Source: an optimization exercise on an open RTL-to-GDS flow (aim: small area and a short achievable clock period). Production flows keep margins and buffers that such runs may drop.
Where RTL was checked, it was by simulation tests only, not by an equivalence proof against the original.
For run 2, only the layout was checked, not whether the RTL still works.
Power and IR drop assume default switching activity.

==> flow/design.v (outline; a module is shown in full before it is edited, if it fits) <==
// module FloatingPointMultiplierSingle: 995 lines
module FloatingPointMultiplierSingle (clk,reset,en,inputA,inputB,result, OF);
  // ...
==> flow/run.sh <==
#!/bin/bash
# synth_recipe.tcl (not shown) runs the flow's synth.tcl, then flattens the netlist and writes it again
# the make line also repeats each setting of config.mk as NAME=value (left out here)
make -C /OpenROAD-flow-scripts/flow DESIGN_CONFIG=/design/flow/config.mk WORK_HOME=/design/flow/orfs CLKGATE_MAP_FILE= SYNTH_SCRIPT=/design/flow/synth_recipe.tcl finish
==> flow/config.mk <==
export PLATFORM = sky130hd
export DESIGN_NAME = FloatingPointMultiplierSingle
export DESIGN_NICKNAME = FloatingPointMultiplierSingle
export VERILOG_FILES = /design/flow/design.v
export SDC_FILE = /design/flow/constraint.sdc
export NUM_CORES = 4
export LEC_CHECK = 0
export CAP_MARGIN = 20
export CORE_MARGIN = 2
export CORE_UTILIZATION = 45
export SETUP_SLACK_MARGIN = 4
export SLEW_MARGIN = 20
export TNS_END_PERCENT = 100
==> flow/constraint.sdc <==
create_clock -name core_clock -period 11.0 [get_ports {clk}]
set_input_delay 2.2000 -clock core_clock [delete_from_list [all_inputs] [get_ports {clk}]]
set_output_delay 2.2000 -clock core_clock [all_outputs]
set_load 0.01 [all_outputs]
==> impl_metrics.env, run 1 <==
export IMPL_ys_flop_type="dfxtp_1"
export IMPL_ff_latch_area_um2=2220
export IMPL_antennaDiodeCount=0
export IMPL_top_power_group="combinational logic"
export IMPL_critical_path_slowest_cell="fa_1"
export IMPL_sh_seq_area_pct=9.87
export IMPL_yosysMostFrequentCell="xnor2_1"
export IMPL_io_pins=100
export IMPL_powerSeq_uw=556
export IMPL_required_ns=11.26
export IMPL_cts_buffers=9
export IMPL_r2r_end="result[6]"
export IMPL_wl_met3_um=6090
export IMPL_yosysTopAreaCell="fa_1"
export IMPL_critPathBufInv=4
export IMPL_grt_overflow_total=0
export IMPL_p_clk_uw=341
export IMPL_multi_input_area_share_pct=74.5
export IMPL_grt_pass1_vias=18200
export IMPL_p_int_uw=2630
export IMPL_grt_pass1_wl_um=102000
export IMPL_hold_buffers=0
export IMPL_total_power_uw=5360
export IMPL_use_met1_pct=36.6
export IMPL_n_clock_buffer=9
export IMPL_comb_power_uw=4460
export IMPL_p_leak_uw=0.00942
export IMPL_cts_resized=7
export IMPL_clock_path_buffers=2
export IMPL_ys_warn_count=1
export IMPL_dp_hpwl_um=45500
export IMPL_placed_cell_area_um2=22100
export IMPL_reg2reg_depth=13
export IMPL_seqPwrFrac_pct=10.4
export IMPL_status="complete, no violations"
export IMPL_ys_ff_latch=111
export IMPL_cts_sinks=111
export IMPL_final_common_cell="xnor2_1"
==> run 2, diff against run 1 <==
--- a/flow/design.v
+++ b/flow/design.v
@@ -973,19 +973,19 @@
   end else if (en) begin
     q_row0 <= row0; q_row1 <= row1; q_cK <= cK; q_sticky <= sticky;
     q_sign <= A[31] ^ B[31];
     q_of0 <= e0[8]; q_of1 <= e1[8]; q_e0 <= e0[7:0]; q_cls <= cls;
   end
 end
 wire [31:0] P = q_row0 + q_row1 + q_cK;   
 wire n = P[31];
-wire [22:0] m_hi = P[30:8] + (P[7] & q_sticky);
-wire [22:0] m_lo = P[29:7] + P[6];
-wire [22:0] mant = n ? m_hi : m_lo;
+wire [22:0] m_sel = n ? P[30:8] : P[29:7];
+wire m_inc = n ? (P[7] & q_sticky) : P[6];
+wire [22:0] mant = m_sel + m_inc;
 wire [7:0] expo = q_e0 + n;
 wire normal = q_cls == 2'b11;
 assign OF = normal & (n ? q_of1 : q_of0);
 wire [31:0] O;
 assign O[31] = q_sign;
 assign O[30:23] = normal ? expo : (q_cls == 2'b00 ? 8'h00 : 8'hff);
 assign O[22:0] = normal ? mant : (q_cls == 2'b10 ? 23'h7fffff : 23'h0);
 always @(posedge clk) begin
==> flow/flow/run.sh (new file) <==
#!/bin/bash
# Standard ORFS layout, except that Yosys's generic ABC pass before full-adder
# extraction is skipped (SYNTH_ARGS=-noabc), so the hand-written adder tree is
# mapped to full-adder cells without extra inverters. Registers are unchanged.
set -euo pipefail
bash standard.sh SYNTH_ARGS=-noabc finish > standard.log 2>&1
==> flow/standard.sh (new file) <==
#!/bin/bash
# synth_recipe.tcl (not shown) runs the flow's synth.tcl, then flattens the netlist and writes it again
# the make line also repeats each setting of config.mk as NAME=value (left out here)
make -C /OpenROAD-flow-scripts/flow DESIGN_CONFIG=/design/flow/config.mk WORK_HOME=/design/flow/orfs CLKGATE_MAP_FILE= SYNTH_SCRIPT=/design/flow/synth_recipe.tcl "${@:-finish}"
==> flow/config.mk (replaced) <==
export PLATFORM = sky130hd
export DESIGN_NAME = FloatingPointMultiplierSingle
export DESIGN_NICKNAME = FloatingPointMultiplierSingle
export VERILOG_FILES = /design/flow/design.v
export SDC_FILE = /design/flow/constraint.sdc
export NUM_CORES = 4
export LEC_CHECK = 0
export CAP_MARGIN = 20
export CORE_MARGIN = 2
export CORE_UTILIZATION = 45
export SETUP_SLACK_MARGIN = 5
export SLEW_MARGIN = 20
export TNS_END_PERCENT = 100
removed: flow/run.sh
==> run 2 against run 1 <==
Effect of this change:
- sequential share of layout area down 0.92 points
- cell count is 3.1% lower
- worst hold slack improved by 0.011 ns
- synthesized cell count shrank 8.1%
- setup slack better by 0.71 ns
- power rose by 8.6%
- routed wire length is 25% higher
- clock power up 5%
- fmax is 12% higher
- global-route usage grew 5.6 points
- sequential cell count did not move
==> impl_metrics.env, run 2 <==
export IMPL_status="complete, no violations"
export IMPL_peakVddDrop_mv=0.184
export IMPL_r2r_start="q_row0[24]"
export IMPL_power_density_nw_per_um2=235
export IMPL_syn2layout_area_growth_pct=24.6
export IMPL_clk_latency_ns=0.38
export IMPL_synth_simple_gate_area_share_pct=9.66
export IMPL_final_common_cell="xnor2_1"
export IMPL_synthAdderAreaFrac_pct=33.5
export IMPL_grt_pass1_vias=18600
export IMPL_cts_tree="done"
export IMPL_avgSynthCellArea_um2=8.98
export IMPL_antenna_found_initial=0
export IMPL_finalCritPeriodShare_pct=54.8
export IMPL_worst_pin_slew_ns=0.909
export IMPL_layout_setup_ws_ns=4.98
export IMPL_r2r_end="result[10]"
export IMPL_syn_inst=2218
export IMPL_worstHoldPathCells=2
export IMPL_ys_seq_area_share_pct=11.2
export IMPL_clockRootBuffer="clkbuf_16"
export IMPL_antennaDiodeCount=0
export IMPL_cts_sinks=111
export IMPL_synth_xor_area_share_pct=15.7
export IMPL_setup_tns_ns=0
export IMPL_coreArea_um2=43900
export IMPL_synthTopCellsByArea="fa_1 25%, xnor2_1 13%, dfxtp_1 11%"
export IMPL_placed_cell_area_um2=21300
export IMPL_synth_edf_count=0
export IMPL_ys_ff_latch=111
export IMPL_grt_pass1_wl_um=115000
export IMPL_maxCapViolCount=0
export IMPL_drive_above_1_share_pct=17.8
export IMPL_rsz0062_at_grt="yes"
export IMPL_slew_viol_final=0
export IMPL_reg2reg_depth=17
export IMPL_worst_path_max_fanout=5
export IMPL_syn_area_um2=19900
export IMPL_grt_overflow_total=0
export IMPL_ff_latch_area_um2=2220
export IMPL_wl_per_cell_um=27.7
export IMPL_rrSetupSlack_ns=5.79
export IMPL_required_ns=11.23
export IMPL_synth_top_family_by_area="adder cells"
export IMPL_min_period_ns=6.02
export IMPL_clock_path_buffers=2
export IMPL_hold_path_class="reg2reg"
export IMPL_drcViolationCount=0
export IMPL_ys_warn_count=1
export IMPL_rows=77
export IMPL_initial_core_util_pct=45.3
export IMPL_yosysMostFrequentCell="xnor2_1"
export IMPL_drt_pass1_iter_count=6
export IMPL_htree_levels=3
export IMPL_yosysTopAreaCell="fa_1"
export IMPL_chipWidth_um=214
export IMPL_portBuffers=99
export IMPL_clock_fmax_ghz=0.166
export IMPL_path_class="in2reg"
export IMPL_top_regs="q_row0 (32), q_row1 (32), result (32)"
export IMPL_clkTransAtPathRegs_ns=0.09
export IMPL_grt_max_degree=73
export IMPL_async_flop_share_pct=0
export IMPL_finalHoldViolCount=0
export IMPL_fin_util_pct=56.5
export IMPL_gp_congestion=0.913
export IMPL_postLayoutCellArea_um2=24800
export IMPL_critPathLaunch="inputB[9]"
export IMPL_drt_wl_total_um=80100
export IMPL_dp_hpwl_um=45900
export IMPL_synthesis_nets=2666
export IMPL_layout_common_cells="291 x xnor2_1, 223 x a22oi_1, 175 x fa_1, 122 x a21oi_1"
export IMPL_synth_mux_area_fraction_pct=3.88
export IMPL_vias=18700
export IMPL_final_fill_count=3788
export IMPL_cts_buffers=9
export IMPL_io_pins=100
export IMPL_setup_viol=0
export IMPL_synth_compound_area_share_pct=20.0
export IMPL_critPathCaptureType="flop"
export IMPL_die_area_um2=46000
export IMPL_worstSetupStartpointType="input port"
export IMPL_pre_cts_ws_ns=3.49
export IMPL_grtUsageTotal_pct=32.8
export IMPL_multiInputGateArea_um2=17400
export IMPL_hold_end="result[4]"
export IMPL_p_leak_uw=0.00965
export IMPL_slew_headroom_pct=39.4
export IMPL_ys_types=82
export IMPL_netlist_area_leader_share_pct=25.4
export IMPL_antenna_left=0
export IMPL_ys_top_cells_by_count="300 x xnor2_1, 253 x fa_1, 244 x a22oi_1, 141 x clkbuf_1, 128 x ha_1"
export IMPL_vias_per_cell=6.48
export IMPL_arrival_ns=6.26
export IMPL_drtIter0Drc=2216
export IMPL_min_from="result[4]"
export IMPL_layout_nets=2744
export IMPL_fin_skew_ns=0.0160
export IMPL_ys_flop_type="dfxtp_1"
export IMPL_die_h_um=214
export IMPL_total_power_uw=5820
-- run 2: cell types whose count changed in the layout (fill, tap and decap cells not counted), moves of 14 or more --
cell	previous run	this run
a21oi_1	96	122
ha_1	129	115
inv_1	262	93
clkdlybuf4s50_1	94	56
xor2_1	73	56
nor2_1	137	115
a22oi_1	241	223
fa_1	253	175
fa_2	0	78
bufbuf_16	0	19
a22oi_2	0	21
o21ai_0	49	35
buf_12	0	51
-- run 2: per-stage QoR --
| step | cells | hold slack, ns |
|---|---|---|
| final | 2893 | 0.471 |
| after global routing | 2893 | 0.490 |
| after CTS | 2865 | 0.471 |
| after detailed placement | 2757 | 0.457 |
| after global placement | 2757 | 0.444 |
| after floorplan | 2218 | 0.441 |
-- run 2: worst max-delay path: stages --
cell and delay (ns):
buf_12 0.09, inv_4 0.03, or3_4 0.38, o21ai_4 0.09
buf_12 0.16, buf_4 0.11, buf_8 0.13, a22oi_1 0.09
xnor2_1 0.18, fa_2 0.40, fa_1 0.51, fa_2 0.37
fa_1 0.47, fa_2 0.61, ha_4 0.21, mux2i_1 0.15
nor2_1 0.06
-- run 2: worst max path at each step --
stage	cells after the start	slack, ns	end
after global routing	17	4.90	q_row1[16]
final	17	4.98	q_row1[16]
after global placement	12	3.56	q_row1[11]
after CTS	15	4.96	q_row1[11]
after floorplan	15	4.89	q_cK
after detailed placement	12	3.49	q_row1[11]
-- run 2: layout make-up --
class                      instances  share of cell area, %
inverter                         110                   2.42
clock inverter                     7                  0.378
sequential                       111                   8.95
timing repair buffer             255                   14.1
timing repair inverter            10                  0.353
multi-input combinational       1799                   69.9
clock buffer                       9                  0.908
tap                              592                   2.98
-- run 2: cells by family (layout without fill, tap and decap cells) --
group | Yosys count | count (layout)
simple gates | 405 | 405
flops | 111 | 111
compound gates | 577 | 578
buf+inv | 309 | 391
fa+ha+maj | 381 | 381
mux | 77 | 77
xor+xnor | 358 | 358
-- run 2: per-layer routing --
metal	global-route usage, %	up-vias	wire length (um)
met5	0	-	0
met4	20.6	0	6260
met3	8.43	414	9340
met2	51.0	1336	34700
met1	40.6	9057	29800
li1	-	7930	-
-- run 2: repair_timing --
| item | CTS | global route |
|---|---|---|
| gates cloned | 35 | 10 |
| setup buffers | 57 | 18 |
| endpoints found under the setup margin | 52 | 38 |
| hold buffers | 0 | 0 |
| pin swaps | 32 | 93 |
| resized for setup | 327 | 152 |
| endpoints found under the hold margin | 0 | 0 |
-- run 2: report_power, final --
group	internal, uW	leakage (uW)	switching, uW
clock	169	0.000155	190
combinational	2290	0.00859	2620
sequential	501	0.000912	55.5
total	2960	0.00965	2860

afterwards: timing with drivers on the ports:
In the flow no input, the clock included, has a driving cell. The finished layouts below were timed again as built, in two steps.
Step 1 assumes that a clkbuf_16 drives the clock port and a buf_2 every other input.
Step 2, shift: input delay + t, output delay - t, t = (earliest + latest rising clock arrival at the registers) / 2. This alone moves slack from input paths to output paths.
Slacks: ideal ports / drivers / drivers and shift; pairs: ideal ports / drivers.
| run | t (ns) | setup WS [ns] | worst setup path after step 2 | latest minus earliest clock arrival (ns) |
|---|---|---|---|---|
| run 1 | 0.430 | 4.264 / 4.296 / 3.865 | input to register | 0.014 / 0.015 |
| run 2 | 0.427 | 4.977 / 4.967 / 4.540 | input to register | 0.016 / 0.016 |
After both steps every run listed still meets setup and hold. For run 2, which loses most, drivers alone change the setup slack by -0.010 ns; drivers and shift together by -0.437 ns.
